This is an optimization exercise on Yosys and OpenROAD, whose aim is small area, not a production implementation. The RTL was checked by simulation tests, not by an equivalence proof against the original design. Power figures rest on the tool's default switching activity, not on a simulated workload.

==> flow/config.mk <==
export PLATFORM = sky130hd
export DESIGN_NAME = Top
export DESIGN_NICKNAME = Top
export VERILOG_FILES = /design/flow/design.v
export SDC_FILE = /design/flow/constraint.sdc
export NUM_CORES = 4
export LEC_CHECK = 0
export CAP_MARGIN = 20
export CORE_MARGIN = 2
export CORE_UTILIZATION = 40
export SLEW_MARGIN = 20
==> flow/constraint.sdc <==
create_clock -name core_clock -period 10.0 [get_ports {clk_1MHz}]
set_input_delay 2.0000 -clock core_clock [delete_from_list [all_inputs] [get_ports {clk_1MHz}]]
set_output_delay 2.0000 -clock core_clock [all_outputs]
set_load 0.01 [all_outputs]
==> flow/design.v <==
module Deserializador (
    input logic clk,
    input logic en,
    input logic reset,
    input logic data_in,
    input logic write_in,
    input logic ack_in,
    output logic [7:0] data_out,
    output logic data_ready,
    output logic status_out
);
    logic [7:0] buffer;
    logic [2:0] bit_count;
    typedef enum logic [1:0] {
        WAITING = 2'b00,
        RECEBA  = 2'b01,
        READY   = 2'b10
    } state_t;
    state_t state;
    always_ff @(posedge clk or posedge reset) begin
        if (reset) begin
            state       <= WAITING;
            buffer      <= 8'b0;
            bit_count   <= 3'b0;
            data_out    <= 8'b0;
            data_ready  <= 0;
            status_out  <= 0;
        end else if (en) begin
            case (state)
                WAITING: begin
                    status_out <= 0;
                    data_ready <= 0;
                    if (write_in) begin
                        buffer[0]  <= data_in;
                        bit_count  <= 3'd1;
                        state      <= RECEBA;
                    end
                end
                RECEBA: begin
                    if (write_in) begin
                        buffer[bit_count] <= data_in;
                        bit_count <= bit_count + 1;
                        if (bit_count == 3'd7) begin
                            data_out    <= {data_in, buffer[6:0]};
                            data_ready  <= 1;
                            status_out  <= 1;
                            state       <= READY;
                        end
                    end
                end
                READY: begin
                    if (ack_in) begin
                        buffer      <= 8'b0;
                        bit_count   <= 3'd0;
                        data_ready  <= 0;
                        status_out  <= 0;
                        state       <= WAITING;
                    end
                end
                default: state <= WAITING;
            endcase
        end
    end
endmodule
module Fila (
    input logic [7:0] data_in,
    input logic enqueue_in,
    input logic reset,
    input logic dequeue_in,
    input logic clock_10khz,
    input logic en,
    output logic accepted,
    output logic [7:0] len_out,
    output logic [7:0] data_out
);
    typedef enum logic [1:0] { 
        IDLE      = 2'b00,
        ENQUEUE   = 2'b01,
        DEQUEUE   = 2'b10
    } state_t;
    state_t current_state, next_state;
    logic [7:0] fila_mem [7:0];
    logic [7:0] internal_len;  
    logic [7:0] internal_data_out;  
    logic is_full;
    logic is_empty;
    always_comb begin
        is_full = (internal_len == 8);
        is_empty = (internal_len == 0);
    end
    always_comb begin
        next_state = IDLE;
        case (current_state)
            IDLE: begin
                if (enqueue_in && !is_full) begin
                    next_state = ENQUEUE;
                end else if (dequeue_in && !is_empty) begin
                    next_state = DEQUEUE;
                end else begin
                    next_state = IDLE;
                end
            end
            ENQUEUE: next_state = IDLE;
            DEQUEUE: next_state = IDLE;
        endcase
    end
    assign accepted = en && (next_state == ENQUEUE) && !is_full;
    always_ff @(posedge clock_10khz or posedge reset) begin
        if (reset) begin
            current_state <= IDLE;
            internal_len <= 8'b0;
            internal_data_out <= 8'b0;
            for (int i = 0; i < 8; i++) begin
                fila_mem[i] <= 8'b0;
            end
        end else if (en) begin
            current_state <= next_state; 
            case (next_state)
                ENQUEUE: begin
                if(!is_full) begin
                    fila_mem[internal_len[2:0]] <= data_in;
                    internal_len <= internal_len + 1;
                end
            end
                DEQUEUE: begin
                    internal_data_out <= fila_mem[0];
                    for (int i = 0; i < 7; i++) begin
                        fila_mem[i] <= fila_mem[i + 1];
                    end
                    fila_mem[internal_len[2:0] - 3'd1] <= 8'b0;
                    internal_len <= internal_len - 1;
                end
                IDLE: begin
                end
            endcase
        end
    end
    assign data_out = internal_data_out;
    assign len_out = internal_len;
endmodule
module Top (
    input logic clk_1MHz,
    input logic reset,
    input logic data_in,
    input logic write_in,
    input logic dequeue_in,
    output logic [7:0] fila_data_out,
    output logic [7:0] fila_len_out
);
    logic clk_100kHz;
    logic clk_10kHz;
    logic [3:0] clk_div_100kHz;
    logic [6:0] clk_div_10kHz;
    always_ff @(posedge clk_1MHz or posedge reset) begin
        if (reset) begin
            clk_div_100kHz <= 0;
            clk_100kHz <= 0;
        end else begin
            clk_div_100kHz <= clk_div_100kHz + 1;
            if (clk_div_100kHz == 4) begin  
                clk_100kHz <= ~clk_100kHz;
                clk_div_100kHz <= 0;
            end
        end
    end
    always_ff @(posedge clk_1MHz or posedge reset) begin
        if (reset) begin
            clk_div_10kHz <= 0;
            clk_10kHz <= 0;
        end else begin
            clk_div_10kHz <= clk_div_10kHz + 1;
            if (clk_div_10kHz == 49) begin  
                clk_10kHz <= ~clk_10kHz;
                clk_div_10kHz <= 0;
            end
        end
    end
    logic tick_100kHz;
    logic tick_10kHz;
    assign tick_100kHz = (clk_div_100kHz == 4) && !clk_100kHz;
    assign tick_10kHz  = (clk_div_10kHz == 49) && !clk_10kHz;
    logic [7:0] des_data_out;
    logic des_data_ready, des_status;
    logic ack_signal;
    logic enqueue_signal;
    logic fila_accepted;
    logic enq_done;
    always_ff @(posedge clk_1MHz or posedge reset) begin
        if (reset) begin
            enq_done <= 0;
        end else if (fila_accepted) begin
            enq_done <= 1;
        end else if (tick_100kHz && enqueue_signal && enq_done) begin
            enq_done <= 0;
        end
    end
    always_ff @(posedge clk_1MHz or posedge reset) begin
    if (reset) begin
        ack_signal <= 0;
        enqueue_signal <= 0;
    end else if (tick_100kHz) begin
        if (des_data_ready && !enqueue_signal && !ack_signal) begin
            enqueue_signal <= 1;   
        end else if (enqueue_signal && enq_done) begin
            enqueue_signal <= 0;    
            ack_signal <= 1;        
        end else begin
            ack_signal <= 0;
        end
    end
end
    Deserializador des (
        .clk(clk_1MHz),
        .en(tick_100kHz),
        .reset(reset),
        .data_in(data_in),
        .write_in(write_in),
        .ack_in(ack_signal),
        .data_out(des_data_out),
        .data_ready(des_data_ready),
        .status_out(des_status)
    );
    Fila fila (
        .data_in(des_data_out),
        .enqueue_in(enqueue_signal),
        .reset(reset),
        .dequeue_in(dequeue_in),
        .clock_10khz(clk_1MHz),
        .en(tick_10kHz),
        .accepted(fila_accepted),
        .len_out(fila_len_out),
        .data_out(fila_data_out)
    );
endmodule
==> flow/run.sh <==
#!/bin/bash
# synth_recipe.tcl (not shown) runs the flow's synth.tcl, then flattens the netlist and writes it again
# the make line also repeats each setting of config.mk as NAME=value (left out here)
make -C /OpenROAD-flow-scripts/flow DESIGN_CONFIG=/design/flow/config.mk WORK_HOME=/design/flow/orfs CLKGATE_MAP_FILE= SYNTH_SCRIPT=/design/flow/synth_recipe.tcl finish
==> results of run 1 <==
## final timing paths
check,to,slack (ns),depth (start not counted)
max in group asynchronous,fila.fila_mem[4][4],6.72,3
worst min-delay path,fila.fila_mem[2][6],0.48,2
worst max register to register,fila.internal_len[6],6.15,10
worst min register to register,fila.fila_mem[2][6],0.48,2
worst max-delay path,fila.internal_len[6],5.48,9
min in group asynchronous,fila.internal_len[2],2.05,2
## cells in the final DEF, fill, tap and decap left out, types with 2 or more instances in the layout
| cell type | synthesis | layout |
|---|---|---|
| mux2_4 | 8 | 8 |
| nor3_1 | 3 | 3 |
| clkinv_4 | 0 | 4 |
| nor2b_1 | 11 | 11 |
| a21oi_1 | 96 | 96 |
| ha_1 | 21 | 21 |
| nand2b_1 | 7 | 7 |
| dfrtp_1 | 119 | 119 |
| nor3b_1 | 2 | 2 |
| nor2_1 | 36 | 36 |
| inv_6 | 0 | 5 |
| a31oi_1 | 8 | 8 |
| nand2_1 | 53 | 53 |
| mux2_2 | 20 | 20 |
| buf_4 | 2 | 2 |
| o21ai_0 | 53 | 53 |
| and3_1 | 4 | 4 |
| nand4_1 | 6 | 6 |
| a22o_1 | 2 | 2 |
| a21o_1 | 5 | 5 |
| xnor2_1 | 6 | 6 |
| o31ai_1 | 2 | 2 |
| nand3_1 | 15 | 15 |
| or3b_2 | 2 | 2 |
| clkdlybuf4s50_1 | 0 | 20 |
| o21a_1 | 4 | 4 |
| o211a_1 | 2 | 2 |
| o21bai_1 | 3 | 3 |
| clkbuf_16 | 0 | 17 |
| xor2_1 | 6 | 6 |
| bufinv_16 | 0 | 2 |
| inv_1 | 19 | 18 |
| and2_1 | 3 | 3 |
## per-layer routing
metal  track usage, %  vias up  routed length [um]
met5                0        -                   0
met4             6.74        0                 249
met3             4.00       23                 290
met2             25.1       52                5310
met1             20.3     1918                5460
li1                 -     2043                   -
## cell usage after synthesis (5+ instances only)
| cell | count | area share (%) |
|---|---|---|
| nor2b_1 | 11 | 1.2 |
| a21oi_1 | 96 | 8.3 |
| o21ai_0 | 53 | 4.6 |
| clkbuf_1 | 8 | 0.52 |
| a21o_1 | 5 | 0.65 |
| mux2_4 | 8 | 2.1 |
| nand3_1 | 15 | 1.3 |
| xor2_1 | 6 | 0.91 |
| nor2_1 | 36 | 2.3 |
| a31oi_1 | 8 | 0.87 |
| buf_2 | 9 | 0.78 |
| dfrtp_1 | 119 | 52 |
| nand4_1 | 6 | 0.65 |
| inv_1 | 19 | 1.2 |
| buf_1 | 12 | 0.78 |
| ha_1 | 21 | 4.5 |
| nand2_1 | 53 | 3.4 |
| nand2b_1 | 7 | 0.76 |
| mux2_2 | 20 | 3.9 |
| xnor2_1 | 6 | 0.91 |
## power groups by stage
stage          Combinational, W  Sequential [W]  Clock [W]
3_3_place_gp           0.000147        0.000520          0
4_1_cts                0.000155        0.000513   0.000625
3_5_place_dp           0.000154        0.000522          0
2_1_floorplan          0.000126        0.000517          0
6_report               0.000153        0.000513   0.000614
5_1_grt                0.000175        0.000516   0.000649
## final cells by class
class | instances | area [um2] | share of cell area (%)
clock inverters | 14 | 163 | 2.44
multi-input cells | 404 | 2580 | 38.8
flip-flops and latches | 119 | 2980 | 44.7
well taps | 180 | 225 | 3.38
inverters | 19 | 73.8 | 1.11
repair buffers | 22 | 215 | 3.23
clock buffers | 18 | 429 | 6.44
## stage by stage
stage / cell area [um2] / utilization [%]
CTS: 6670 / 47.7
global route: 6670 / 47.7
global placement: 6080 / 43.4
detailed placement: 6080 / 43.4
floorplan: 5780 / -
finish: 6670 / 47.7
## state kept, by name, summed over array words and instances, names as in the netlist, 3 cells and up
| signal | cells |
|---|---|
| des.bit_count | 3 |
| clk_div_100kHz | 4 |
| fila.internal_len | 8 |
| fila.fila_mem | 64 |
| clk_div_10kHz | 7 |
| des.data_out | 8 |
| fila.internal_data_out | 8 |
| des.buffer | 7 |
## critical path: cells and delay by family
family                     cells  cell delay [ns]
AOI/OAI and AO/OA              5             0.91
xor gates and xnor gates       1             0.18
adders and majority gates      2             1.24
buffers and inverters          1             0.46
## cells by family after synthesis
logic type,after synthesis,synth area share (%)
muxes,29,6.15
AOI/OAI and AO/OA,185,17.9
DFF,119,51.5
xor gates and xnor gates,12,1.82
adders and majority gates,22,4.89
buffers and inverters,51,3.77
and+or+nand+nor,156,13.9
==> summary.txt, run 1 <==
Run status
  • Run status: no timing/DRC/antenna violations

Job
  • Total of max-cap violations: 0

Pwr
  • Clock Power Share: a little under half
  • Power Internal: around 0.0009 W
  • Power after layout: approximately 0.0013 W
  • Worst VDD drop: roughly 0.12 mV
  • Power density over cell area: 192 nW/um2
  • Switching share of power: roughly 28%
  • Sequential power share: around two fifths
  • Switching pwr: approximately 0.00036 W
  • Leak: about 3.0 nW
  • Gate power share: a little under an eighth

STA
  • Final hold vios: 0
  • Max-slew headroom: between 30% and 40%
  • Setup violations, final: 0
  • RSZ-0062 raised after global routing: false
  • Fmax: about 220 MHz
  • Skew final: ~0.0096 ns
  • Final setup margin: 5.48 ns
  • Hold Slack: roughly 0.48 ns
  • Fin Setup TNS: 0 ns
  • Minimum clock period after layout: ~4.5 ns
  • Worst Tran Pin Value: 1.03 ns
  • Fin crit share: 45.2%
  • Final Max Tran Viols: 0

Critical path
  • CP Max Fanout: 27
  • Crit. End Element: flop
  • Crit Reg-Reg Startpoint: fila.internal_len[4]
  • Crit Path Class: in -> reg
  • CP required: approximately 10 ns
  • CP startpoint: dequeue_in
  • CP max-delay cell: ha_1
  • CP Cell Sequence: clkdlybuf4s50_1, o211a_1, ha_1, ha_1, a211oi_1, o21bai_1, a21oi_1, xor2_1, o21ai_0
  • CP peak stage delay: roughly 0.8 ns
  • Most frequent CP cell: ha_1
  • WP data arrival: roughly 4.8 ns
  • Startpoint types: primary input

Final layout
  • # diodes: 0
  • Share of post-route cells with drive strength above 1: between 10% and 20%
  • Final nets: just over 600
  • Filler instances: 1296
  • Final Non-Filler Cells: 776
  • Area growth syn-to-layout: 15.4%

Hold path
  • Worst Hold Launch: fila.fila_mem[2][6]
  • Hold crit path type: reg -> reg

Route
  • DRC violations left: 0
  • Iter 0 DRT Violations: between 150 and 200
  • Final ANT Viol Nets: 0
  • Number of vias per cell: between 5 and 6
  • Total wire length: 11300 um
  • WL/cell: around 15 um
  • Via count: slightly above 4000
  • First-pass iteration count of the detailed router: 4

Die
  • Die Span Y: 124 um
  • Die area: roughly 15000 um2
  • Top Ports: 21
  • Starting density of the core: approximately 41%
  • Site row count: 43
  • Core ar.: ~14000 um2
  • Die X-Extent: 124 um

Synthesis
  • EDFF count, synth: 0
  • Synth Cell Area: around 5800 um2
  • Asr flop ratio synth: 100%
  • Synth cell types: 58
  • Yosys warning count: 4
  • Synth Register Bits: ~120
  • Post-synthesis average cell area: roughly 10 um2
  • Synth Flop Type: dfrtp_1
  • Cells after Synth: between 500 and 600
  • Sequential-to-total area share from yosys stat: 51.5%

GRT
  • Initial antenna violation count: 0
  • First-pass GRT wire length: between 15000 and 20000 um
  • Grt ovf: 0
  • Vias in the first global route: around 4000
  • GR Util All Layers: 15.7%
  • Largest net degree at the start of global routing: 63

Placement
  • PortBufs: 20
  • Placed cell count: ~740
  • DP HPWL: around 7700 um
  • Place WS: 5.08 ns
  • Routability cong.: approximately 0.83

Clock tree
  • Postcts setup bufs: 0
  • Clk Latency, worst-skew pair: around 0.43 ns
  • CTS Buf Count: 17
  • Clock buffer depth: 2
  • CTS tree: done
  • Clock slew at reported path FFs: 0.06 ns
  • CTS Hold Bufs: 0
  • # resized after CTS: 0
  • Clock Sinks: around 120
  • CTS root buffer: clkbuf_16
  • CTS H-tree depth: 4
==> run 2, diff against run 1 <==
==> flow/design.v (replaced) <==
module Top (
    input  logic       clk_1MHz,
    input  logic       reset,
    input  logic       data_in,
    input  logic       write_in,
    input  logic       dequeue_in,
    output logic [7:0] fila_data_out,
    output logic [7:0] fila_len_out
);
    logic [3:0] a, b;
    logic       fast, slow;
    assign fast = a[3] & a[0];
    assign slow = a[2] & ~a[1] & ~a[0] & b[3] & b[0];
    always_ff @(posedge clk_1MHz or posedge reset) begin
        if (reset) begin
            a <= 4'd5;
            b <= 4'd4;
        end else begin
            a <= fast ? 4'd0 : a + 4'd1;
            if (fast) b <= (b[3] & b[0]) ? 4'd0 : b + 4'd1;
        end
    end
    logic [3:0] s;
    logic [7:0] buffer;
    logic       busy;
    logic [3:0] len;
    logic [7:0] mem [8];
    logic [7:0] dout;
    logic recv, req, full, empty, enq, deq, inc;
    assign recv  = ~s[3];
    assign req   = s[3] & ~s[1] & s[0];
    assign full  = len[3];
    assign empty = (len == 4'd0);
    assign enq   = slow & ~busy & req & ~full;
    assign deq   = slow & ~busy & ~(req & ~full) & dequeue_in & ~empty;
    assign inc   = (fast & (recv ? write_in : ~req)) | enq;
    always_ff @(posedge clk_1MHz or posedge reset) begin
        if (reset) begin
            s    <= 4'd0;
            busy <= 1'b0;
            len  <= 4'd0;
            dout <= 8'd0;
        end else begin
            if (inc) s <= (s[3] & s[1] & s[0]) ? 4'd0 : s + 4'd1;
            if (slow) busy <= ~busy & ((req & ~full) | (dequeue_in & ~empty));
            if (enq) len <= len + 4'd1;
            else if (deq) len <= len - 4'd1;
            if (deq) dout <= mem[len[2:0]];
        end
    end
    always_ff @(posedge clk_1MHz) begin
        if (fast & recv & write_in) buffer <= {data_in, buffer[7:1]};
        if (enq) begin
            mem[1] <= buffer;
            for (int i = 2; i < 8; i++) mem[i] <= mem[i - 1];
            mem[0] <= mem[7];
        end
    end
    assign fila_data_out = dout;
    assign fila_len_out  = {4'd0, len};
endmodule
--- a/flow/config.mk
+++ b/flow/config.mk
@@ -7,5 +7,6 @@
 export LEC_CHECK = 0
 export CAP_MARGIN = 20
 export CORE_MARGIN = 2
-export CORE_UTILIZATION = 40
+export CORE_UTILIZATION = 75
+export PLACE_DENSITY = 0.8
 export SLEW_MARGIN = 20
==> summary.txt, run 2 <==
Clock tree
  • Clock slew at reported path FFs: ~0.10 ns
  • CTS Buf Count: 9
  • CTS Hold Bufs: 0
  • Postcts setup bufs: 0
  • CTS H-tree depth: 3
  • # resized after CTS: 0
  • CTS tree: done
  • CTS root buffer: clkbuf_8
  • Clock buffer depth: 2
  • Clock Sinks: 97
  • Clk Latency, worst-skew pair: ~0.36 ns

STA
  • Final Max Tran Viols: 0
  • RSZ-0062 raised after global routing: false
  • Fmax: roughly 260 MHz
  • Skew final: about 0.011 ns
  • Fin Setup TNS: 0 ns
  • Max-slew headroom: a little under half
  • Final hold vios: 0
  • Final setup margin: between 6 and 7 ns
  • Setup violations, final: 0
  • Worst Tran Pin Value: 0.782 ns
  • Minimum clock period after layout: 3.86 ns
  • Fin crit share: 38.6%

Critical path
  • CP required: 8.00 ns
  • Crit Path Class: reg -> out
  • CP Max Fanout: 30
  • CP Cell Sequence: clkdlybuf4s50_1
  • CP max-delay cell: dfrtp_2
  • CP peak stage delay: 0.82 ns
  • WP buf/inv: 1
  • Crit. End Element: output pin
  • Startpoint types: flop
  • Top Family by Delay on Critical Path: flip-flops
  • WP data arrival: ~1.9 ns

Pwr
  • Leak: ~1.5 nW
  • Power after layout: around 0.00072 W
  • Worst VDD drop: approximately 0.14 mV
  • Power density over cell area: approximately 170 nW/um2

Placement
  • DP HPWL: between 4000 and 5000 um
  • Place WS: between 6 and 7 ns
  • Routability cong.: 0.717
  • PortBufs: 16
  • DP Area: 4140 um2

Final layout
  • Area growth syn-to-layout: 9.98%
  • # diodes: 0
  • Final instance area: between 4000 and 5000 um2
  • Max reg flops: 64
  • Most common cell after layout, fill and taps aside: edfxtp_1
  • Final nets: ~260
  • Commonest non-fill, non-tap cells in the layout: 72 x edfxtp_1, 20 x dfrtp_1, 16 x clkdlybuf4s50_1, 14 x mux2_2, 11 x nand2_1
  • Filler instances: around 250
  • Biggest regs: mem (64), buffer (8), dout (8)
  • Multi-input gate area: 1060 um2
  • Fin util: between 80% and 90%
  • Register with the most flip-flops: mem
  • Seq. cell area: between 2000 and 3000 um2
  • Share of post-route cells with drive strength above 1: between 20% and 30%

GRT
  • First-pass GRT wire length: around 12000 um
  • Grt ovf: 0
  • Largest net degree at the start of global routing: 65
  • Initial antenna violation count: 0
  • Vias in the first global route: around 2200
  • GR Util All Layers: a little over a quarter

Synthesis
  • Synth Cell Area: 3940 um2
  • Synth cell types: around 40
  • Leading area contributor after synthesis: edfxtp_1
  • Sequential-to-total area share from yosys stat: roughly 71%
  • Yosys warning count: 2
  • Top cells by area, synth: edfxtp_1 55%, dfrtp_1 14%, mux4_2 5.7%, mux2_2 4.0%, mux2i_1 2.5%
  • Synth Flop Type: edfxtp_1
  • Simple-Gate Fraction of Synth Area: under 10%
  • Largest family of logic cells by synthesized area: multiplexers
  • Compound-Gate Fraction of Synth Area: 4.29%
  • EDFF count, synth: ~70
  • Synth top area share: approximately 55%
  • Most frequent cell after synthesis: edfxtp_1
  • Asr flop ratio synth: 25.8%
  • Cells after Synth: roughly 230
  • Post-synthesis average cell area: 17.0 um2
  • XOR/XNOR Fraction of Synth Area: ~1.3%
  • Commonest cells in the netlist: 72 x edfxtp_1, 22 x dfrtp_1, 14 x mux2_2
  • Mux share of post-synthesis cell area: about an eighth
  • Synth Register Bits: 97
  • Synth Area in Adders: around 2.1%

Route
  • Final ANT Viol Nets: 0
  • First-pass iteration count of the detailed router: 5
  • Via count: between 2000 and 2500
  • Total wire length: around 7000 um
  • Iter 0 DRT Violations: between 200 and 300
  • DRC violations left: 0
  • WL/cell: approximately 21 um
  • Number of vias per cell: ~6.6

Run status
  • Run status: no timing/DRC/antenna violations

Hold path
  • Hold crit path type: reg -> reg

Die
  • Site row count: 26
  • Die area: 5840 um2
  • Die Span Y: 76.4 um
  • Die X-Extent: 76.4 um
  • Top Ports: 21
  • Core ar.: 5070 um2
  • Starting density of the core: 77.5%

Job
  • Total of max-cap violations: 0
-- run 2: cell count changes in the layout (fill, tap and decap cells not counted), moves of 34 or more --
| cell | delta |
|---|---|
| dfrtp_1 | -99 |
| nand2_1 | -42 |
| a21oi_1 | -91 |
| nor2_1 | -34 |
| o21ai_0 | -45 |
| edfxtp_1 | +72 |
-- run 2: where the power goes --
part	leakage (nW)	internal, W	switching (W)
logic	0.470	0.0000201	0.0000228
registers	0.953	0.000436	0.00000841
clock network	0.0884	0.0000947	0.000142
total	1.51	0.000551	0.000174
-- run 2: metal layers --
layer | vias up | global-route usage (%) | part of all wire [%]
li1 | 917 | - | -
met1 | 1091 | 36.9 | 40
met2 | 124 | 42.1 | 51
met3 | 17 | 8.41 | 7.2
met4 | 0 | 9.82 | 2.1
met5 | - | 0 | 0
-- run 2: kinds of logic (layout without fill, tap and decap cells) --
group           after synthesis  count (layout)
flops                        97              97
simple gates                 42              42
other cells                   1               4
buf+inv                      20              40
mux                          34              34
compound gates               26              26
xor+xnor                      6               6
fa+ha+maj                     6               6
-- run 2: area by class of cell --
| type | count | share of cell area (%) |
|---|---|---|
| Clock inverter | 7 | 1.42 |
| Multi-Input combinational cell | 118 | 24.6 |
| Clock buffer | 9 | 2.86 |
| Inverter | 6 | 0.520 |
| Sequential cell | 97 | 64.6 |
| Tap cell | 70 | 2.02 |
| Timing Repair Buffer | 18 | 4.05 |
-- run 2: final timing paths --
path	from	to	slack [ns]	cells past startpoint
max in group asynchronous	reset	len[0]	7.59	2
worst min register to register	buffer[0]	mem[1][0]	0.45	0
worst max register to register	a[2]	len[3]	6.91	8
worst max-delay path	len[1]	fila_len_out[1]	6.14	1
worst min-delay path	buffer[0]	mem[1][0]	0.45	0
min in group asynchronous	reset	dout[3]	2.02	2
-- run 2: stage by stage --
step	cells	hold slack [ns]
after floorplan	235	0.400
after global placement	309	0.422
after detailed placement	309	0.417
after CTS	325	0.447
after global routing	325	0.466
final	325	0.450
==> run 3, diff against run 2 <==
--- a/flow/config.mk
+++ b/flow/config.mk
@@ -7,6 +7,5 @@
 export LEC_CHECK = 0
 export CAP_MARGIN = 20
 export CORE_MARGIN = 2
-export CORE_UTILIZATION = 75
-export PLACE_DENSITY = 0.8
+export CORE_UTILIZATION = 40
 export SLEW_MARGIN = 20
==> summary.txt, run 3 <==
Run status
  • Run status: no timing/DRC/antenna violations

STA
  • RSZ-0062 raised after global routing: false
  • Hold Slack: about 0.43 ns
  • Worst Tran Pin Value: roughly 0.6 ns
  • Setup violations, final: 0
  • Minimum clock period after layout: 3.35 ns
  • Fin crit share: about a third
  • Max-slew headroom: ~59%
  • Skew final: around 0.0080 ns
  • Fin Setup TNS: 0 ns
  • Fmax: 299 MHz
  • Final Max Tran Viols: 0
  • Final hold vios: 0

Clock tree
  • Clock Sinks: between 90 and 100
  • Postcts setup bufs: 0
  • Clk Latency, worst-skew pair: roughly 0.35 ns
  • Clock buffer depth: 2
  • CTS Hold Bufs: 0
  • CTS root buffer: clkbuf_8
  • CTS Buf Count: 9
  • # resized after CTS: 0
  • Clock slew at reported path FFs: about 0.090 ns
  • CTS H-tree depth: 3
  • CTS tree: done

GRT
  • Grt ovf: 0
  • Vias in the first global route: roughly 2000
  • Largest net degree at the start of global routing: 37
  • Initial antenna violation count: 0
  • First-pass GRT wire length: 10200 um
  • GR Util All Layers: 13.1%

Final layout
  • # diodes: 0
  • Final Non-Filler Cells: a little under 400
  • Biggest regs: mem (64), buffer (8), dout (8)
  • Max reg flops: 64
  • Commonest non-fill, non-tap cells in the layout: 72 x edfxtp_1, 22 x dfrtp_1, 16 x clkdlybuf4s50_1, 14 x mux2_2, 11 x nand2_1
  • Final nets: between 200 and 300
  • Area growth syn-to-layout: 12.9%
  • Share of post-route cells with drive strength above 1: between 20% and 30%
  • Most common cell after layout, fill and taps aside: edfxtp_1
  • Register with the most flip-flops: mem

Route
  • Iter 0 DRT Violations: 118
  • Number of vias per cell: around 5.0
  • First-pass iteration count of the detailed router: 6
  • DRC violations left: 0
  • Total wire length: 6260 um
  • Final ANT Viol Nets: 0
  • Via count: just under 2000
  • WL/cell: 16.1 um

Hold path
  • Hold path depth: 0
  • Hold crit path type: reg -> reg

Critical path
  • CP Max Fanout: 5
  • Startpoint types: flop
  • CP required: approximately 8 ns
  • WP data arrival: 1.35 ns
  • WP depth: 1
  • Reg2Reg Depth: 5
  • Crit Path Class: reg -> out
  • CP peak stage delay: 0.57 ns
  • CP max-delay cell: clkdlybuf4s50_1
  • Top Family by Delay on Critical Path: buffers and inverters
  • CP Cell Sequence: clkdlybuf4s50_1
  • Crit. End Element: output pin
  • WP buf/inv: 1

Placement
  • Routability cong.: 0.764
  • DP HPWL: 3960 um
  • Placed cell count: about 370
  • PortBufs: 16

Die
  • Top Ports: 21
  • Site row count: 36
  • Die Span Y: approximately 100 um
  • Die X-Extent: ~100 um
  • Starting density of the core: between 40% and 50%
  • Die area: 10600 um2
  • Core ar.: approximately 9600 um2

Synthesis
  • Most frequent cell after synthesis: edfxtp_1
  • Synth Cell Area: around 3900 um2
  • Cells after Synth: 232
  • EDFF count, synth: 72
  • Top cells by area, synth: edfxtp_1 55%, dfrtp_1 14%, mux4_2 5.7%, mux2_2 4.0%, mux2i_1 2.5%
  • Synth Register Bits: 97
  • Synth cell types: a little over 40
  • Commonest cells in the netlist: 72 x edfxtp_1, 22 x dfrtp_1, 14 x mux2_2
  • Synth top area share: a little over half
  • Leading area contributor after synthesis: edfxtp_1
  • Yosys warning count: 2
  • Sequential-to-total area share from yosys stat: 70.9%
  • Post-synthesis average cell area: between 15 and 20 um2
  • Asr flop ratio synth: approximately a quarter
  • Synth Flop Type: edfxtp_1

Pwr
  • Worst VDD drop: ~0.12 mV
  • Leak: between 1.5 and 2 nW
  • Power density over cell area: ~170 nW/um2

Job
  • Total of max-cap violations: 0
run 3: cell counts after synthesis:
Identical to the previous run, type by type.
run 3: power breakdown:
group          switching [W]   total, W  internal (W)
combinational      0.0000213  0.0000413     0.0000200
clock               0.000128   0.000266      0.000138
sequential        0.00000788   0.000444      0.000436
total               0.000157   0.000752      0.000595
run 3: routing by layer:
| layer | GRT usage (%) | wire, um | vias to the layer above |
|---|---|---|---|
| met5 | 0 | 0 | - |
| met4 | 5.97 | 89 | 0 |
| met3 | 3.36 | 196 | 9 |
| met2 | 18.5 | 2890 | 25 |
| met1 | 19.1 | 3080 | 975 |
| li1 | - | - | 926 |
run 3: worst paths after layout:
kind,start,slack [ns],end
worst max-delay path,len[3],6.65,fila_len_out[3]
worst min-delay path,buffer[0],0.43,mem[1][0]
worst max register to register,a[2],6.90,mem[3][0]
worst min register to register,buffer[0],0.43,mem[1][0]
max in group asynchronous,reset,7.59,dout[1]
min in group asynchronous,reset,2.02,b[3]
run 3: final cells by class:
class	count	area, um2
Clock buffer	9	124
Clock inverter	6	83.8
Fill cell	857	5200
Inverter	6	22.5
Multi-Input combinational cell	118	1060
Sequential cell	97	2790
Tap cell	133	166
Timing Repair Buffer	20	190
run 3: cells by family after synthesis:
family | after synthesis | synth area share, %
adder cells (fa/ha/maj) | 6 | 2.10
other | 1 | 0.0953
AND/OR/NAND/NOR | 42 | 6.52
buffers and inverters | 20 | 2.45
multiplexers | 34 | 12.3
flip-flops | 97 | 70.9
XOR/XNOR | 6 | 1.34
AO/OA/AOI/OAI | 26 | 4.29
run 3: metrics by stage:
stage / utilization, % / area, um2 / power (W) / setup slack (ns)
global placement: 43.9 / 4230 / 0.000494 / 6.28
finish: 46.1 / 4440 / 0.000752 / 6.65
CTS: 46.0 / 4440 / 0.000761 / 6.55
global route: 46.1 / 4440 / 0.000784 / 6.56
floorplan: - / 3950 / 0.000487 / 6.81
detailed placement: 43.9 / 4230 / 0.000495 / 6.17
run 3: worst reg2reg max path, stage by stage, from the launching register on:
cell and delay [ns]:
dfstp_2 0.56, or3b_1 0.38, nor3_1 0.49, nand2_1 0.26, inv_2 0.51, buf_4 0.53
==> run 4, diff against run 3 <==
--- a/flow/design.v
+++ b/flow/design.v
@@ -45,15 +45,18 @@
             if (slow) busy <= ~busy & ((req & ~full) | (dequeue_in & ~empty));
             if (enq) len <= len + 4'd1;
             else if (deq) len <= len - 4'd1;
-            if (deq) dout <= mem[len[2:0]];
+            if (deq) dout <= mem[6];
         end
     end
+    logic win, rot, ins;
+    assign win = s[3] & s[1] & s[0] & ~a[3];
+    assign rot = deq | win;
+    assign ins = win & (a[2:0] == len[2:0]);
     always_ff @(posedge clk_1MHz) begin
         if (fast & recv & write_in) buffer <= {data_in, buffer[7:1]};
-        if (enq) begin
-            mem[1] <= buffer;
-            for (int i = 2; i < 8; i++) mem[i] <= mem[i - 1];
-            mem[0] <= mem[7];
+        if (rot) begin
+            mem[0] <= ins ? buffer : mem[7];
+            for (int i = 1; i < 8; i++) mem[i] <= mem[i - 1];
         end
     end
     assign fila_data_out = dout;
--- a/flow/config.mk
+++ b/flow/config.mk
@@ -7,5 +7,6 @@
 export LEC_CHECK = 0
 export CAP_MARGIN = 20
 export CORE_MARGIN = 2
-export CORE_UTILIZATION = 40
+export CORE_UTILIZATION = 75
+export PLACE_DENSITY = 0.8
 export SLEW_MARGIN = 20
==> summary.txt, run 4 <==
Route
  • First-pass iteration count of the detailed router: 4
  • Via count: between 1500 and 2000
  • Final ANT Viol Nets: 0
  • WL/cell: slightly above 20 um
  • Iter 0 DRT Violations: between 90 and 100
  • Number of vias per cell: just over 6
  • Total wire length: approximately 5600 um
  • DRC violations left: 0

Die
  • Core ar.: 4660 um2
  • Die X-Extent: between 70 and 80 um
  • Die Span Y: between 70 and 80 um
  • Starting density of the core: 76.9%
  • Top Ports: 21
  • Die area: around 5400 um2
  • Site row count: 25

Clock tree
  • CTS Hold Bufs: 0
  • Clock buffer depth: 2
  • Clock Sinks: between 90 and 100
  • CTS tree: done
  • Clock slew at reported path FFs: 0.10 ns
  • CTS Buf Count: 9
  • Postcts setup bufs: 0
  • CTS H-tree depth: 3
  • Clk Latency, worst-skew pair: approximately 0.37 ns
  • CTS root buffer: clkbuf_8
  • # resized after CTS: 0

STA
  • Skew final: between 0.01 and 0.015 ns
  • Worst Tran Pin Value: 0.896 ns
  • Fin crit share: approximately two fifths
  • Max-slew headroom: between 30% and 40%
  • Final Max Tran Viols: 0
  • Fin Setup TNS: 0 ns
  • Final setup margin: roughly 6.0 ns
  • Minimum clock period after layout: between 3 and 4 ns
  • Final hold vios: 0
  • Fmax: roughly 250 MHz
  • RSZ-0062 raised after global routing: false
  • Hold Slack: 0.422 ns
  • Setup violations, final: 0

Hold path
  • Hold path depth: 0
  • Worst Hold End: mem[3][5]
  • Worst Hold Launch: mem[2][5]
  • Hold crit path type: reg -> reg

GRT
  • Largest net degree at the start of global routing: 34
  • Initial antenna violation count: 0
  • Grt ovf: 0
  • First-pass GRT wire length: between 8000 and 9000 um
  • Vias in the first global route: ~1700
  • GR Util All Layers: 24.0%

Placement
  • DP HPWL: ~3500 um
  • PortBufs: 16
  • Routability cong.: between 0.7 and 0.8
  • Place WS: approximately 5.6 ns
  • DP Area: between 3000 and 4000 um2

Synthesis
  • Synth Area in Adders: approximately 2.3%
  • Synth cell types: 37
  • Leading area contributor after synthesis: edfxtp_1
  • Simple-Gate Fraction of Synth Area: 6.87%
  • Asr flop ratio synth: 25.8%
  • Sequential-to-total area share from yosys stat: ~78%
  • Yosys warning count: 2
  • Largest family of logic cells by synthesized area: simple AND/OR/NAND/NOR gates
  • Synth Register Bits: 97
  • Mux share of post-synthesis cell area: under 10%
  • Synth Flop Type: edfxtp_1
  • Cells after Synth: 194
  • Most frequent cell after synthesis: edfxtp_1
  • XOR/XNOR Fraction of Synth Area: 1.95%
  • Synth Cell Area: about 3600 um2
  • Post-synthesis average cell area: between 15 and 20 um2
  • Synth top area share: between 60 and 70%
  • Compound-Gate Fraction of Synth Area: 2.58%
  • Top cells by area, synth: edfxtp_1 60%, dfrtp_1 15%, mux2_2 6.3%, dfstp_2 2.2%, ha_1 1.7%
  • Commonest cells in the netlist: 72 x edfxtp_1, 22 x dfrtp_1, 20 x mux2_2
  • EDFF count, synth: 72

Final layout
  • Final nets: around 230
  • Register with the most flip-flops: mem
  • Area growth syn-to-layout: 11.9%
  • Max reg flops: 64
  • Share of post-route cells with drive strength above 1: about 22%
  • Biggest regs: mem (64), buffer (8), dout (8)
  • # diodes: 0
  • Most common cell after layout, fill and taps aside: edfxtp_1
  • Filler instances: 195
  • Final instance area: about 4000 um2
  • Commonest non-fill, non-tap cells in the layout: 72 x edfxtp_1, 22 x dfrtp_1, 20 x mux2_2, 16 x clkdlybuf4s50_1, 10 x nand2_1

Critical path
  • Flop2flop setup slack: around 7.3 ns
  • CP required: around 10 ns
  • WP data arrival: approximately 4 ns
  • CP Max Fanout: 33
  • Crit. End Element: flop
  • Startpoint types: primary input
  • Worst flop-to-flop path endpoint: mem[6][3]
  • Crit Reg-Reg Startpoint: a[2]
  • Crit Path Class: in -> reg
  • Reg2Reg Depth: 5

Pwr
  • Worst VDD drop: 0.151 mV
  • Power after layout: 0.000762 W
  • Power density over cell area: around 190 nW/um2
  • Leak: about 1.4 nW

Job
  • Total of max-cap violations: 0

Run status
  • Run status: no timing/DRC/antenna violations
run 4: worst max-delay path, stage by stage:
cell and delay (ns):
clkdlybuf4s50_1 0.48, o41ai_2 0.12, nor3_4 0.43, o21bai_4 0.48, buf_4 0.49
run 4: kinds of logic after synthesis:
logic type / Yosys count
simple gates: 38
flops: 97
mux: 21
xor+xnor: 8
buf+inv: 10
other cells: 1
fa+ha+maj: 6
compound gates: 13
run 4: power by group:
part | switching (W) | leakage [nW] | internal (W)
clock | 0.000146 | 0.109 | 0.000123
combinational | 0.0000265 | 0.356 | 0.0000220
sequential | 0.00000917 | 0.967 | 0.000436
total | 0.000181 | 1.43 | 0.000581
run 4: final cells by class:
class / instances / area [um2] / share of cell area, %
clock buffer: 9 / 124 / 3.09
clock inverter: 7 / 92.6 / 2.31
inverter: 3 / 11.3 / 0.281
multi-input combinational: 90 / 758 / 18.9
sequential: 97 / 2790 / 69.6
tap: 54 / 67.6 / 1.68
timing repair buffer: 17 / 168 / 4.18
run 4: worst max-delay path by stage:
stage	slack [ns]	cells past startpoint	end	startpoint
floorplan	5.41	3	mem[0][0]	dequeue_in
finish	6.02	5	mem[6][3]	dequeue_in
detailed placement	5.56	5	mem[3][5]	dequeue_in
CTS	6.00	5	mem[6][6]	dequeue_in
global placement	5.67	5	mem[4][3]	dequeue_in
global route	5.86	5	mem[1][3]	dequeue_in
run 4: per-stage QoR:
stage               cells  util [%]
global route          277      86.1
CTS                   277      86.0
detailed placement    261      81.3
floorplan             197         -
finish                277      86.1
global placement      261      81.3
run 4: layer usage:
metal,part of all wire (%),GRT usage [%],vias to the layer above
met5,0,0,-
met4,1.8,9.67,0
met1,42,31.0,857
li1,-,-,770
met3,5.3,9.81,10
met2,51,36.5,48
==> run 5, diff against run 4 <==
--- a/flow/design.v
+++ b/flow/design.v
@@ -45,19 +45,22 @@
             if (slow) busy <= ~busy & ((req & ~full) | (dequeue_in & ~empty));
             if (enq) len <= len + 4'd1;
             else if (deq) len <= len - 4'd1;
-            if (deq) dout <= mem[6];
+            if (deq) dout <= head;
         end
     end
-    logic win, rot, ins;
-    assign win = s[3] & s[1] & s[0] & ~a[3];
-    assign rot = deq | win;
-    assign ins = win & (a[2:0] == len[2:0]);
+    logic [2:0] q;
+    logic [7:0] head;
+    logic       ins;
+    assign ins = ({1'b0, q} == len);
+    always_ff @(posedge clk_1MHz or posedge reset) begin
+        if (reset) q <= 3'd0;
+        else if (!deq) q <= q + 3'd1;
+    end
     always_ff @(posedge clk_1MHz) begin
         if (fast & recv & write_in) buffer <= {data_in, buffer[7:1]};
-        if (rot) begin
-            mem[0] <= ins ? buffer : mem[7];
-            for (int i = 1; i < 8; i++) mem[i] <= mem[i - 1];
-        end
+        mem[0] <= ins ? buffer : mem[7];
+        for (int i = 1; i < 8; i++) mem[i] <= mem[i - 1];
+        if (q == 3'd0) head <= mem[7];
     end
     assign fila_data_out = dout;
     assign fila_len_out  = {4'd0, len};
==> flow/flow/run.sh (new file) <==
#!/bin/bash
# Standard ORFS layout with three changes: 1-drive port buffers, no CTS
# dummy loads, and downsizing of non-critical gates after global route.
set -euo pipefail
bash standard.sh \
  "BUFFER_PORTS_ARGS=-buffer_cell sky130_fd_sc_hd__buf_1" \
  "CTS_ARGS=-sink_clustering_enable -repair_clock_nets -dont_use_dummy_load" \
  RECOVER_POWER=100 \
  finish > make.log 2>&1
==> flow/standard.sh (new file) <==
#!/bin/bash
# synth_recipe.tcl (not shown) runs the flow's synth.tcl, then flattens the netlist and writes it again
# the make line also repeats each setting of config.mk as NAME=value (left out here)
make -C /OpenROAD-flow-scripts/flow DESIGN_CONFIG=/design/flow/config.mk WORK_HOME=/design/flow/orfs CLKGATE_MAP_FILE= SYNTH_SCRIPT=/design/flow/synth_recipe.tcl "${@:-finish}"
removed: flow/run.sh
==> summary.txt, run 5 <==
Run status
  • Run status: failed layout checks
  • SO Viols: capacitance limit, slew limit

Clock tree
  • CTS Buf Count: 9
  • CTS tree: done
  • Postcts setup bufs: 0
  • Clock buffer depth: 2
  • # resized after CTS: 0
  • CTS Hold Bufs: 0
  • Clock slew at reported path FFs: approximately 0.07 ns
  • Clk Latency, worst-skew pair: about 0.35 ns
  • CTS H-tree depth: 3
  • Clock Sinks: around 110
  • CTS root buffer: clkbuf_8

Critical path
  • Startpoint types: primary input
  • Crit. End Element: flop
  • CP required: about 10 ns
  • Crit Path Class: in -> reg
  • CP Max Fanout: 10
  • WP data arrival: between 3 and 4 ns

STA
  • Final hold vios: 0
  • Max-slew headroom: -15.8%
  • Fin Setup TNS: 0 ns
  • Setup violations, final: 0
  • Final Max Tran Viols: 9
  • Hold Slack: 0.325 ns
  • Worst Tran Pin Value: about 1.7 ns
  • RSZ-0062 raised after global routing: false
  • Fin crit share: between 30% and 40%
  • Skew final: 0.0259 ns
  • Fmax: around 300 MHz
  • Minimum clock period after layout: ~3.3 ns

Route
  • Via count: approximately 1600
  • DRC violations left: 0
  • Number of vias per cell: between 5 and 6
  • Iter 0 DRT Violations: 63
  • Final ANT Viol Nets: 0
  • First-pass iteration count of the detailed router: 4
  • Total wire length: 4970 um
  • WL/cell: 17.3 um

GRT
  • Largest net degree at the start of global routing: 29
  • First-pass GRT wire length: about 8500 um
  • Initial antenna violation count: 0
  • Vias in the first global route: between 1500 and 2000
  • GR Util All Layers: 22.7%
  • Grt ovf: 0

Final layout
  • Filler instances: approximately 230
  • Multi-input gate area: about 770 um2
  • Final nets: around 250
  • Final instance area: between 3000 and 4000 um2
  • Register with the most flip-flops: mem
  • Final Non-Filler Cells: roughly 290
  • Commonest non-fill, non-tap cells in the layout: 64 x dfxtp_1, 25 x dfrtp_1, 16 x mux2_2, 16 x edfxtp_1, 16 x buf_1
  • # diodes: 0
  • Seq. cell area: about 2500 um2
  • Share of post-route cells with drive strength above 1: between 10% and 20%
  • Most common cell after layout, fill and taps aside: dfxtp_1
  • Area growth syn-to-layout: 5.17%
  • Fin util: 81.2%
  • Max reg flops: 64

Synthesis
  • Leading area contributor after synthesis: dfxtp_1
  • Cells after Synth: roughly 210
  • Synth top area share: 38.4%
  • Synth cell types: 43
  • EDFF count, synth: 16
  • Most frequent cell after synthesis: dfxtp_1
  • Synth Cell Area: 3340 um2
  • Asr flop ratio synth: roughly a quarter
  • Sequential-to-total area share from yosys stat: between 70 and 80%
  • Top cells by area, synth: dfxtp_1 38%, dfrtp_1 19%, edfxtp_1 14%, mux2_2 6.4%, ha_1 2.6%
  • Synth Register Bits: ~110
  • Yosys warning count: 2
  • Commonest cells in the netlist: 64 x dfxtp_1, 25 x dfrtp_1, 19 x mux2_2
  • Synth Flop Type: dfxtp_1
  • Post-synthesis average cell area: 15.7 um2

Hold path
  • Hold crit path type: reg -> reg

Die
  • Die area: around 5000 um2
  • Starting density of the core: between 70% and 80%
  • Site row count: 24
  • Die Span Y: between 70 and 80 um
  • Core ar.: 4320 um2
  • Die X-Extent: 70.7 um
  • Top Ports: 21

Placement
  • Routability cong.: approximately 0.78
  • DP Area: about 3400 um2
  • DP HPWL: between 3000 and 4000 um
  • Placed cell count: 279
  • PortBufs: 16

Pwr
  • Worst VDD drop: ~0.17 mV
  • Leak: around 1.5 nW
  • Power density over cell area: ~200 nW/um2

Job
  • Total of max-cap violations: 1
[run 5: changes by cell type after synthesis, sizes merged, moves of 4 or more]
| cell | delta |
|---|---|
| dfxtp | +64 |
| nor3 | -4 |
| xor2 | +4 |
| edfxtp | -56 |
[run 5: layer usage]
metal / track usage, % / wire length [um] / vias up
met3: 7.41 / 171 / 9
li1: - / - / 767
met4: 6.92 / 70 / 0
met1: 29.7 / 2220 / 777
met2: 36.9 / 2500 / 37
met5: 0 / 0 / -
[run 5: kinds of logic after synthesis]
group,Yosys count,synth area share (%)
DFF,108,73.8
and+or+nand+nor,37,7.72
muxes,20,6.86
AOI/OAI and AO/OA,18,3.82
buffers and inverters,11,1.80
xor gates and xnor gates,10,2.62
adders and majority gates,8,3.22
other,1,0.112
[run 5: worst paths after layout]
path                       startpoint         to  slack [ns]  cells past startpoint
max reg2reg                    len[0]  mem[0][0]        7.40                      3
min in group asynchronous       reset       a[1]        1.89                      2
max in group asynchronous       reset    dout[2]        7.44                      2
min                         mem[1][1]  mem[2][1]        0.33                      0
max                        dequeue_in       q[1]        6.65                      5
min reg2reg                 mem[1][1]  mem[2][1]        0.33                      0
[run 5: through the flow]
step	power, W	setup slack, ns
after floorplan	0.000501	6.94
after global placement	0.000506	6.58
after detailed placement	0.000510	6.53
after CTS	0.000701	6.89
after global routing	0.000721	6.56
final	0.000695	6.65
[run 5: where the power goes]
part,switching [W],internal (W)
clock,0.000116,0.0000810
combinational,0.0000237,0.0000180
sequential,0.00000851,0.000448
total,0.000148,0.000547
[run 5: cell type report]
type / instances / share of cell area, %
sequential: 108 / 70.2
multi-input combinational: 97 / 22.1
clock buffer: 9 / 3.53
tap: 52 / 1.85
timing repair buffer: 16 / 1.71
inverter: 6 / 0.641
[run 5: critical path, stage by stage]
cell and delay (ns):
buf_1 0.07, o41a_1 0.19, nand3_1 0.14, nor2_1 0.73, mux2_2 0.42
==> run 6, diff against run 5 <==
==> flow/flow/run.sh (replaced) <==
#!/bin/bash
# Standard ORFS layout with 1-drive port buffers and no CTS dummy loads.
set -euo pipefail
bash standard.sh \
  "BUFFER_PORTS_ARGS=-buffer_cell sky130_fd_sc_hd__buf_1" \
  "CTS_ARGS=-sink_clustering_enable -repair_clock_nets -dont_use_dummy_load -buf_list sky130_fd_sc_hd__clkbuf_8 -sink_clustering_size 30 -sink_clustering_max_diameter 100" \
  finish > make.log 2>&1
==> summary.txt, run 6 <==
Hold path
  • Worst Hold Launch: mem[1][1]
  • Hold crit path type: reg -> reg

GRT
  • Grt ovf: 0
  • First-pass GRT wire length: approximately 8500 um
  • Largest net degree at the start of global routing: 29
  • Vias in the first global route: between 1500 and 2000
  • GR Util All Layers: a little under a quarter
  • Initial antenna violation count: 0

Job
  • Total of max-cap violations: 0

STA
  • Fin crit share: between 30% and 40%
  • Hold Slack: 0.324 ns
  • Max-slew headroom: about 50%
  • Fin Setup TNS: 0 ns
  • Final Max Tran Viols: 0
  • Minimum clock period after layout: 3.04 ns
  • Worst Tran Pin Value: approximately 0.75 ns
  • Setup violations, final: 0
  • Fmax: 329 MHz
  • Skew final: 0.0268 ns
  • RSZ-0062 raised after global routing: false
  • Final hold vios: 0

Placement
  • DP HPWL: ~3500 um
  • PortBufs: 16
  • Routability cong.: ~0.8
  • Placed cell count: between 200 and 300

Die
  • Site row count: 24
  • Top Ports: 21
  • Die X-Extent: around 71 um
  • Die area: approximately 5000 um2
  • Starting density of the core: ~77%
  • Core ar.: 4320 um2
  • Die Span Y: 70.7 um

Pwr
  • Sequential power share: 65.5%
  • Gate power share: around 6.3%
  • Clock Power Share: 28.2%
  • Power Internal: between 0.0005 and 0.0006 W
  • Switching share of power: between 20% and 30%
  • Power density over cell area: a little under 200 nW/um2
  • Worst VDD drop: about 0.17 mV
  • Power after layout: 0.000696 W
  • Switching pwr: roughly 0.00015 W
  • Leak: around 1.5 nW

Clock tree
  • Clk Latency, worst-skew pair: ~0.35 ns
  • # resized after CTS: 0
  • CTS H-tree depth: 3
  • CTS Hold Bufs: 0
  • Clock slew at reported path FFs: ~0.070 ns
  • CTS Buf Count: 9
  • CTS root buffer: clkbuf_8
  • Clock Sinks: roughly 110
  • CTS tree: done
  • Postcts setup bufs: 0
  • Clock buffer depth: 2

Final layout
  • Share of post-route cells with drive strength above 1: approximately a fifth
  • Fin util: 82.5%
  • Final nets: about 250
  • Register with the most flip-flops: mem
  • Most common cell after layout, fill and taps aside: dfxtp_1
  • Commonest non-fill, non-tap cells in the layout: 64 x dfxtp_1, 25 x dfrtp_1, 19 x mux2_2, 16 x edfxtp_1, 16 x buf_1
  • Final Non-Filler Cells: 288
  • # diodes: 0
  • Filler instances: about 220
  • Max reg flops: 64
  • Area growth syn-to-layout: 6.82%

Synthesis
  • Sequential-to-total area share from yosys stat: approximately 74%
  • Leading area contributor after synthesis: dfxtp_1
  • Yosys warning count: 2
  • Synth Cell Area: around 3300 um2
  • Synth cell types: 43
  • Top cells by area, synth: dfxtp_1 38%, dfrtp_1 19%, edfxtp_1 14%, mux2_2 6.4%, ha_1 2.6%
  • Asr flop ratio synth: about a quarter
  • Cells after Synth: between 200 and 250
  • Most frequent cell after synthesis: dfxtp_1
  • Post-synthesis average cell area: between 15 and 20 um2
  • EDFF count, synth: 16
  • Synth top area share: 38.4%
  • Commonest cells in the netlist: 64 x dfxtp_1, 25 x dfrtp_1, 19 x mux2_2
  • Synth Register Bits: 108
  • Synth Flop Type: dfxtp_1

Route
  • Final ANT Viol Nets: 0
  • Number of vias per cell: 5.55
  • WL/cell: roughly 17 um
  • First-pass iteration count of the detailed router: 4
  • Iter 0 DRT Violations: between 60 and 70
  • Via count: about 1600
  • Total wire length: slightly below 5000 um
  • DRC violations left: 0

Critical path
  • CP Cell Sequence: buf_1
  • Startpoint types: flop
  • CP max-delay cell: dfrtp_1
  • CP required: around 8.0 ns
  • Crit. End Element: output pin
  • Crit Path Class: reg -> out
  • CP startpoint: len[3]
  • CP peak stage delay: ~0.52 ns
  • CP Max Fanout: 8
  • WP buf/inv: 1
  • Top Family by Delay on Critical Path: flip-flops
  • WP data arrival: between 1 and 1.5 ns
  • Crit Reg-Reg Startpoint: a[2]

Run status
  • Run status: no timing/DRC/antenna violations
[run 6: cell types whose count changed in the layout (fill, tap and decap cells not counted), moves of 2 or more]
cell,change
and2_0,-3
mux2_2,+3
mux2_1,-4
nor2_1,-2
and2_1,+3
[run 6: cell type report]
type	instances	area, um2	share of cell area (%)
clock buffers	9	124	3.47
inverters	6	22.5	0.631
multi-input cells	97	830	23.3
flip-flops and latches	108	2470	69.1
well taps	52	65.1	1.82
repair buffers	16	60.1	1.68
[run 6: cells by family after synthesis]
family	synth area share, %
flops	73.8
simple gates	7.72
mux	6.86
compound gates	3.82
buf+inv	1.80
xor+xnor	2.62
fa+ha+maj	3.22
other cells	0.112
[run 6: worst paths after layout]
check / to / slack [ns] / depth (start not counted)
max: fila_len_out[3] / 6.96 / 1
min: mem[2][1] / 0.32 / 0
max reg2reg: len[3] / 7.72 / 6
min reg2reg: mem[2][1] / 0.32 / 0
max in group asynchronous: dout[2] / 7.89 / 2
min in group asynchronous: a[1] / 1.70 / 2
[run 6: metal layers]
layer	GRT usage [%]	part of all wire, %	up-vias
met5	0	0	-
li1	-	-	769
met3	7.41	3.3	11
met2	36.9	51	37
met1	29.7	44	781
met4	6.92	1.7	0
[run 6: power groups by stage]
| stage | Sequential [W] | Combinational (W) | Clock [W] |
|---|---|---|---|
| floorplan | 0.000463 | 0.0000374 | 0 |
| global placement | 0.000465 | 0.0000405 | 0 |
| detailed placement | 0.000465 | 0.0000442 | 0 |
| CTS | 0.000456 | 0.0000439 | 0.000201 |
| global route | 0.000457 | 0.0000499 | 0.000216 |
| finish | 0.000456 | 0.0000438 | 0.000196 |
[run 6: per-stage QoR]
step                      setup WS, ns  instance area [um2]
after floorplan                   6.94                 3350
after global placement            6.58                 3440
after detailed placement          6.53                 3440
after CTS                         6.89                 3560
after global routing              6.88                 3570
final                             6.96                 3570
[run 6: worst reg2reg max path, stage by stage, from the launching register on]
cell and delay [ns]:
dfstp_2 0.57, nor3b_4 0.33, nand3_1 0.26, ha_1 0.39
a21oi_1 0.17, nand2_1 0.09, a221o_2 0.33
==> run 7, diff against run 6 <==
==> flow/flow/run.sh (replaced) <==
#!/bin/bash
# Standard ORFS layout with 1-drive port buffers and no CTS dummy loads.
set -euo pipefail
bash standard.sh \
  "BUFFER_PORTS_ARGS=-buffer_cell sky130_fd_sc_hd__buf_1" \
  "CTS_ARGS=-sink_clustering_enable -repair_clock_nets -dont_use_dummy_load -buf_list sky130_fd_sc_hd__clkbuf_16 -sink_clustering_size 50 -sink_clustering_max_diameter 200" \
  finish > make.log 2>&1
==> summary.txt, run 7 <==
Pwr
  • Worst VDD drop: ~0.19 mV
  • Power density over cell area: approximately 210 nW/um2
  • Leak: roughly 1.5 nW
  • Power after layout: approximately 0.00079 W

Placement
  • DP HPWL: 3500 um
  • PortBufs: 16
  • Routability cong.: 0.777

Clock tree
  • CTS tree: done
  • Clock Sinks: 108
  • # resized after CTS: 0
  • Clk Latency, worst-skew pair: approximately 0.33 ns
  • CTS Buf Count: 9
  • CTS H-tree depth: 3
  • CTS Hold Bufs: 0
  • Clock slew at reported path FFs: 0.06 ns
  • Clock buffer depth: 2
  • Postcts setup bufs: 0
  • CTS root buffer: clkbuf_16

Critical path
  • Crit Reg-Reg Startpoint: a[2]
  • CP peak stage delay: between 0.5 and 0.6 ns
  • Worst flop-to-flop path endpoint: len[3]
  • CP Capture Point: fila_len_out[3]
  • Crit Path Class: reg -> out
  • WP data arrival: 1.03 ns
  • CP Cell Sequence: buf_1
  • Flop2flop setup slack: roughly 7.7 ns
  • Startpoint types: flop
  • WP depth: 1
  • CP startpoint: len[3]
  • Top Family by Delay on Critical Path: flip-flops
  • CP required: ~8 ns
  • CP Max Fanout: 8
  • Crit. End Element: output pin
  • WP buf/inv: 1
  • Reg2Reg Depth: 6
  • CP max-delay cell: dfrtp_1

STA
  • Max-slew headroom: 48.4%
  • RSZ-0062 raised after global routing: false
  • Worst Tran Pin Value: about 0.77 ns
  • Fin Setup TNS: 0 ns
  • Setup violations, final: 0
  • Fin crit share: between 30% and 40%
  • Skew final: 0.0200 ns
  • Minimum clock period after layout: between 3 and 4 ns
  • Final hold vios: 0
  • Fmax: 330 MHz
  • Final Max Tran Viols: 0

Route
  • Number of vias per cell: roughly 5.7
  • First-pass iteration count of the detailed router: 4
  • Via count: approximately 1600
  • WL/cell: roughly 19 um
  • Iter 0 DRT Violations: a little over 80
  • DRC violations left: 0
  • Total wire length: about 5500 um
  • Final ANT Viol Nets: 0

Synthesis
  • Synth Cell Area: approximately 3300 um2
  • Yosys warning count: 2
  • Leading area contributor after synthesis: dfxtp_1
  • EDFF count, synth: 16
  • Synth Register Bits: between 100 and 150
  • Synth Flop Type: dfxtp_1
  • Top cells by area, synth: dfxtp_1 38%, dfrtp_1 19%, edfxtp_1 14%, mux2_2 6.4%, ha_1 2.6%
  • Synth cell types: 43
  • Cells after Synth: roughly 210
  • Commonest cells in the netlist: 64 x dfxtp_1, 25 x dfrtp_1, 19 x mux2_2
  • Post-synthesis average cell area: 15.7 um2
  • Sequential-to-total area share from yosys stat: 73.8%
  • Synth top area share: between 30% and 40%
  • Asr flop ratio synth: about a quarter
  • Most frequent cell after synthesis: dfxtp_1

Die
  • Die Span Y: 70.7 um
  • Top Ports: 21
  • Core ar.: approximately 4300 um2
  • Die area: around 5000 um2
  • Site row count: 24
  • Die X-Extent: 70.7 um
  • Starting density of the core: 77.2%

Final layout
  • Most common cell after layout, fill and taps aside: dfxtp_1
  • Commonest non-fill, non-tap cells in the layout: 64 x dfxtp_1, 25 x dfrtp_1, 19 x mux2_2, 16 x edfxtp_1, 16 x buf_1
  • # diodes: 0
  • Final nets: 251
  • Multi-input gate area: 830 um2
  • Area growth syn-to-layout: 9.85%
  • Seq. cell area: around 2500 um2
  • Max reg flops: 64
  • Filler instances: 190
  • Share of post-route cells with drive strength above 1: about a fifth
  • Register with the most flip-flops: mem

GRT
  • First-pass GRT wire length: between 9000 and 10000 um
  • GR Util All Layers: ~25%
  • Largest net degree at the start of global routing: 29
  • Initial antenna violation count: 0
  • Grt ovf: 0
  • Vias in the first global route: roughly 1800

Run status
  • Run status: no timing/DRC/antenna violations

Hold path
  • Hold crit path type: reg -> reg

Job
  • Total of max-cap violations: 0
[run 7: cell counts after synthesis]
Identical to the previous run, type by type.
[run 7: routing by layer]
layer	track usage (%)	wire length (um)	up-vias
met4	12.2	176	0
li1	-	-	771
met5	0	0	-
met1	30.3	2240	816
met2	42.1	2920	45
met3	7.83	183	17
[run 7: worst min path at each step]
stage | cells past startpoint | slack [ns] | start | endpoint
finish | 0 | 0.33 | mem[2][0] | mem[3][0]
global route | 0 | 0.32 | mem[0][0] | mem[1][0]
CTS | 0 | 0.32 | mem[0][0] | mem[1][0]
detailed placement | 0 | 0.31 | mem[2][7] | mem[3][7]
global placement | 0 | 0.31 | mem[6][4] | mem[7][4]
floorplan | 0 | 0.31 | mem[0][0] | mem[1][0]
[run 7: layout make-up]
class	count	share of cell area [%]
flip-flops and latches	108	67.2
clock buffers	9	6.14
inverters	6	0.614
well taps	52	1.77
multi-input cells	97	22.6
repair buffers	16	1.64
[run 7: stage by stage]
stage / cells / utilization [%] / worst slack (ns) / hold slack, ns / cell area [um2]
2_1_floorplan: 216 / - / 6.94 / 0.310 / 3350
3_3_place_gp: 279 / 79.5 / 6.58 / 0.311 / 3440
3_5_place_dp: 279 / 79.5 / 6.53 / 0.312 / 3440
4_1_cts: 288 / 84.7 / 6.85 / 0.323 / 3660
5_1_grt: 288 / 84.8 / 6.90 / 0.324 / 3670
6_report: 288 / 84.8 / 6.97 / 0.325 / 3670
[run 7: report_power, final]
part	switching (W)	total, W	internal [W]
sequential	0.00000870	0.000457	0.000448
clock	0.000129	0.000288	0.000159
combinational	0.0000253	0.0000439	0.0000185
[run 7: logic make-up after synthesis]
family | count (synthesis) | share of synthesized area [%]
DFF | 108 | 73.8
and+or+nand+nor | 37 | 7.72
muxes | 20 | 6.86
AOI/OAI and AO/OA | 18 | 3.82
buffers and inverters | 11 | 1.80
xor gates and xnor gates | 10 | 2.62
adders and majority gates | 8 | 3.22
other | 1 | 0.112
==> run 8, diff against run 7 <==
==> flow/run.sh (new file) <==
#!/bin/bash
# synth_recipe.tcl (not shown) runs the flow's synth.tcl, then flattens the netlist and writes it again
# the make line also repeats each setting of config.mk as NAME=value (left out here)
make -C /OpenROAD-flow-scripts/flow DESIGN_CONFIG=/design/flow/config.mk WORK_HOME=/design/flow/orfs CLKGATE_MAP_FILE= SYNTH_SCRIPT=/design/flow/synth_recipe.tcl finish
removed: flow/flow/run.sh
removed: flow/standard.sh
==> summary.txt, run 8 <==
STA
  • Skew final: approximately 0.0090 ns
  • RSZ-0062 raised after global routing: false
  • Fmax: 285 MHz
  • Final setup margin: around 6.5 ns
  • Worst Tran Pin Value: ~0.8 ns
  • Minimum clock period after layout: between 3 and 4 ns
  • Max-slew headroom: a little under half
  • Final Max Tran Viols: 0
  • Fin crit share: 35.1%
  • Final hold vios: 0
  • Fin Setup TNS: 0 ns
  • Setup violations, final: 0

Critical path
  • WP buf/inv: 1
  • WP data arrival: about 1.5 ns
  • Startpoint types: flop
  • CP Cell Sequence: clkdlybuf4s50_1
  • Crit. End Element: output pin
  • Top Family by Delay on Critical Path: buffers and inverters
  • CP Max Fanout: 8
  • CP max-delay cell: clkdlybuf4s50_1
  • Crit Path Class: reg -> out
  • CP required: about 8.0 ns
  • CP peak stage delay: roughly 0.60 ns

Route
  • DRC violations left: 0
  • Number of vias per cell: around 5.6
  • Iter 0 DRT Violations: a little over 90
  • WL/cell: 17.3 um
  • Total wire length: ~5100 um
  • Final ANT Viol Nets: 0
  • Via count: around 1700
  • First-pass iteration count of the detailed router: 4

Synthesis
  • Synth Flop Type: dfxtp_1
  • Post-synthesis average cell area: between 15 and 20 um2
  • Yosys warning count: 2
  • EDFF count, synth: 16
  • Asr flop ratio synth: around a quarter
  • Sequential-to-total area share from yosys stat: between 70% and 80%
  • Synth Cell Area: 3340 um2
  • Synth top area share: 38.4%
  • Most frequent cell after synthesis: dfxtp_1
  • Commonest cells in the netlist: 64 x dfxtp_1, 25 x dfrtp_1, 19 x mux2_2
  • Synth Register Bits: 108
  • Synth cell types: between 40 and 50
  • Top cells by area, synth: dfxtp_1 38%, dfrtp_1 19%, edfxtp_1 14%, mux2_2 6.4%, ha_1 2.6%
  • Cells after Synth: 213
  • Leading area contributor after synthesis: dfxtp_1

Pwr
  • Power after layout: ~0.00074 W
  • Sequential power share: between 60% and 70%
  • Clock Power Share: roughly 33%
  • Power density over cell area: about 200 nW/um2
  • Gate power share: 6.1%
  • Leak: 1.56 nW
  • Switching pwr: between 0.00015 and 0.0002 W
  • Switching share of power: approximately 24%
  • Power Internal: about 0.00056 W
  • Worst VDD drop: a little under 0.2 mV

Clock tree
  • CTS Hold Bufs: 0
  • Clk Latency, worst-skew pair: 0.37 ns
  • Clock buffer depth: 2
  • Clock Sinks: roughly 110
  • # resized after CTS: 0
  • CTS root buffer: clkbuf_8
  • CTS Buf Count: 9
  • CTS H-tree depth: 3
  • Clock slew at reported path FFs: ~0.1 ns
  • Postcts setup bufs: 0
  • CTS tree: done

Final layout
  • Area growth syn-to-layout: 11.5%
  • Final nets: between 200 and 300
  • Max reg flops: between 60 and 70
  • Filler instances: between 150 and 200
  • Share of post-route cells with drive strength above 1: 21.0%
  • Most common cell after layout, fill and taps aside: dfxtp_1
  • Register with the most flip-flops: mem
  • # diodes: 0
  • Commonest non-fill, non-tap cells in the layout: 64 x dfxtp_1, 25 x dfrtp_1, 19 x mux2_2, 16 x edfxtp_1, 16 x clkdlybuf4s50_1

Placement
  • Place WS: roughly 6 ns
  • DP HPWL: between 3000 and 4000 um
  • PortBufs: 16
  • Routability cong.: between 0.7 and 0.8

Die
  • Die X-Extent: around 70 um
  • Site row count: 24
  • Starting density of the core: ~77%
  • Die Span Y: just over 70 um
  • Top Ports: 21
  • Die area: 5000 um2
  • Core ar.: between 4000 and 5000 um2

GRT
  • Vias in the first global route: between 1500 and 2000
  • Initial antenna violation count: 0
  • GR Util All Layers: 23.4%
  • First-pass GRT wire length: about 8500 um
  • Grt ovf: 0
  • Largest net degree at the start of global routing: 29

Hold path
  • Hold crit path type: reg -> reg

Run status
  • Run status: no timing/DRC/antenna violations

Job
  • Total of max-cap violations: 0
==> run 8: cell types whose count changed in the layout (fill, tap and decap cells not counted) <==
cell	delta
clkbuf_8	+9
clkbuf_1	+1
clkbuf_16	-9
clkinv_4	+2
clkdlybuf4s50_1	+16
inv_8	+2
inv_6	+1
buf_1	-16
clkinv_2	+1
==> run 8: area by class of cell <==
cell class / instances / area (um2) / area share, %
multi-input cells: 97 / 830 / 22.3
clock inverters: 6 / 53.8 / 1.44
well taps: 52 / 65.1 / 1.75
flip-flops and latches: 108 / 2470 / 66.2
repair buffers: 16 / 160 / 4.30
inverters: 6 / 22.5 / 0.605
clock buffers: 10 / 128 / 3.43
==> run 8: cells by family after synthesis <==
| kind of cell | share of synthesized area [%] |
|---|---|
| buffers and inverters | 1.80 |
| AOI/OAI and AO/OA | 3.82 |
| other | 0.112 |
| DFF | 73.8 |
| xor gates and xnor gates | 2.62 |
| muxes | 6.86 |
| and+or+nand+nor | 7.72 |
| adders and majority gates | 3.22 |
==> run 8: worst reg2reg max path, stage by stage, from the launching register on <==
cell and delay (ns):
dfrtp_1 0.50, and4bb_2 0.46, nand3_1 0.22, ha_1 0.39, a21oi_1 0.16, nand2_1 0.09
nor4_1 0.28, a221o_2 0.17
==> run 8: worst paths after layout <==
| path | start | endpoint | slack, ns | cells after the start |
|---|---|---|---|---|
| max | len[3] | fila_len_out[3] | 6.49 | 1 |
| min | mem[5][5] | mem[6][5] | 0.33 | 0 |
| max reg2reg | len[3] | len[3] | 7.66 | 7 |
| min reg2reg | mem[5][5] | mem[6][5] | 0.33 | 0 |
| max in group asynchronous | reset | dout[0] | 7.57 | 2 |
| min in group asynchronous | reset | b[1] | 2.03 | 2 |
==> run 8: layer usage <==
layer	track usage (%)	vias to the layer above	routed length (um)
li1	-	779	-
met1	28.9	816	2200
met2	37.5	46	2540
met3	7.98	16	227
met4	11.3	0	149
met5	0	-	0
==> run 8: per-stage QoR <==
stage          instances  instance area (um2)  hold slack [ns]  utilization, %
6_report             295                 3720            0.334            86.1
4_1_cts              295                 3720            0.335            86.0
3_3_place_gp         279                 3540            0.311            81.8
2_1_floorplan        216                 3350            0.310               -
5_1_grt              295                 3720            0.339            86.1
3_5_place_dp         279                 3540            0.312            81.8
==> run 8: power by group through the flow <==
stage / combinational [W] / clock (W) / sequential (W)
after floorplan: 0.0000374 / 0 / 0.000463
after CTS: 0.0000451 / 0.000248 / 0.000456
after detailed placement: 0.0000453 / 0 / 0.000465
after global routing: 0.0000515 / 0.000260 / 0.000458
after global placement: 0.0000416 / 0 / 0.000465
final: 0.0000454 / 0.000243 / 0.000456

afterwards: timing with drivers on the ports:
How much do the figures lean on ideal ports? The routed layouts below were timed once more, with nothing changed but the port constraints.
Step 1: set_driving_cell puts a clkbuf_16 on clk_1MHz and a buf_2 on each other input, an assumption about the parent block.
Step 2 times the ports against the registers' clock, not the clock port: input delays grow and output delays shrink by t, the midpoint of the rising clock arrivals with the driver on.
Three values: ideal ports, drivers, drivers and shift; two values: the first two.
| run | t, ns | slack for setup (ns) |
|---|---|---|
| run 1 | 0.463 | 5.484 / 5.495 / 5.032 |
| run 2 | 0.385 | 6.137 / 6.108 / 6.305 |
| run 3 | 0.374 | 6.652 / 6.622 / 6.352 |
| run 4 | 0.389 | 6.015 / 6.013 / 5.624 |
| run 5 | 0.363 | 6.651 / 6.653 / 6.290 |
| run 6 | 0.364 | 6.961 / 6.934 / 6.808 |
| run 7 | 0.357 | 6.974 / 6.940 / 6.800 |
| run 8 | 0.389 | 6.493 / 6.467 / 6.468 |
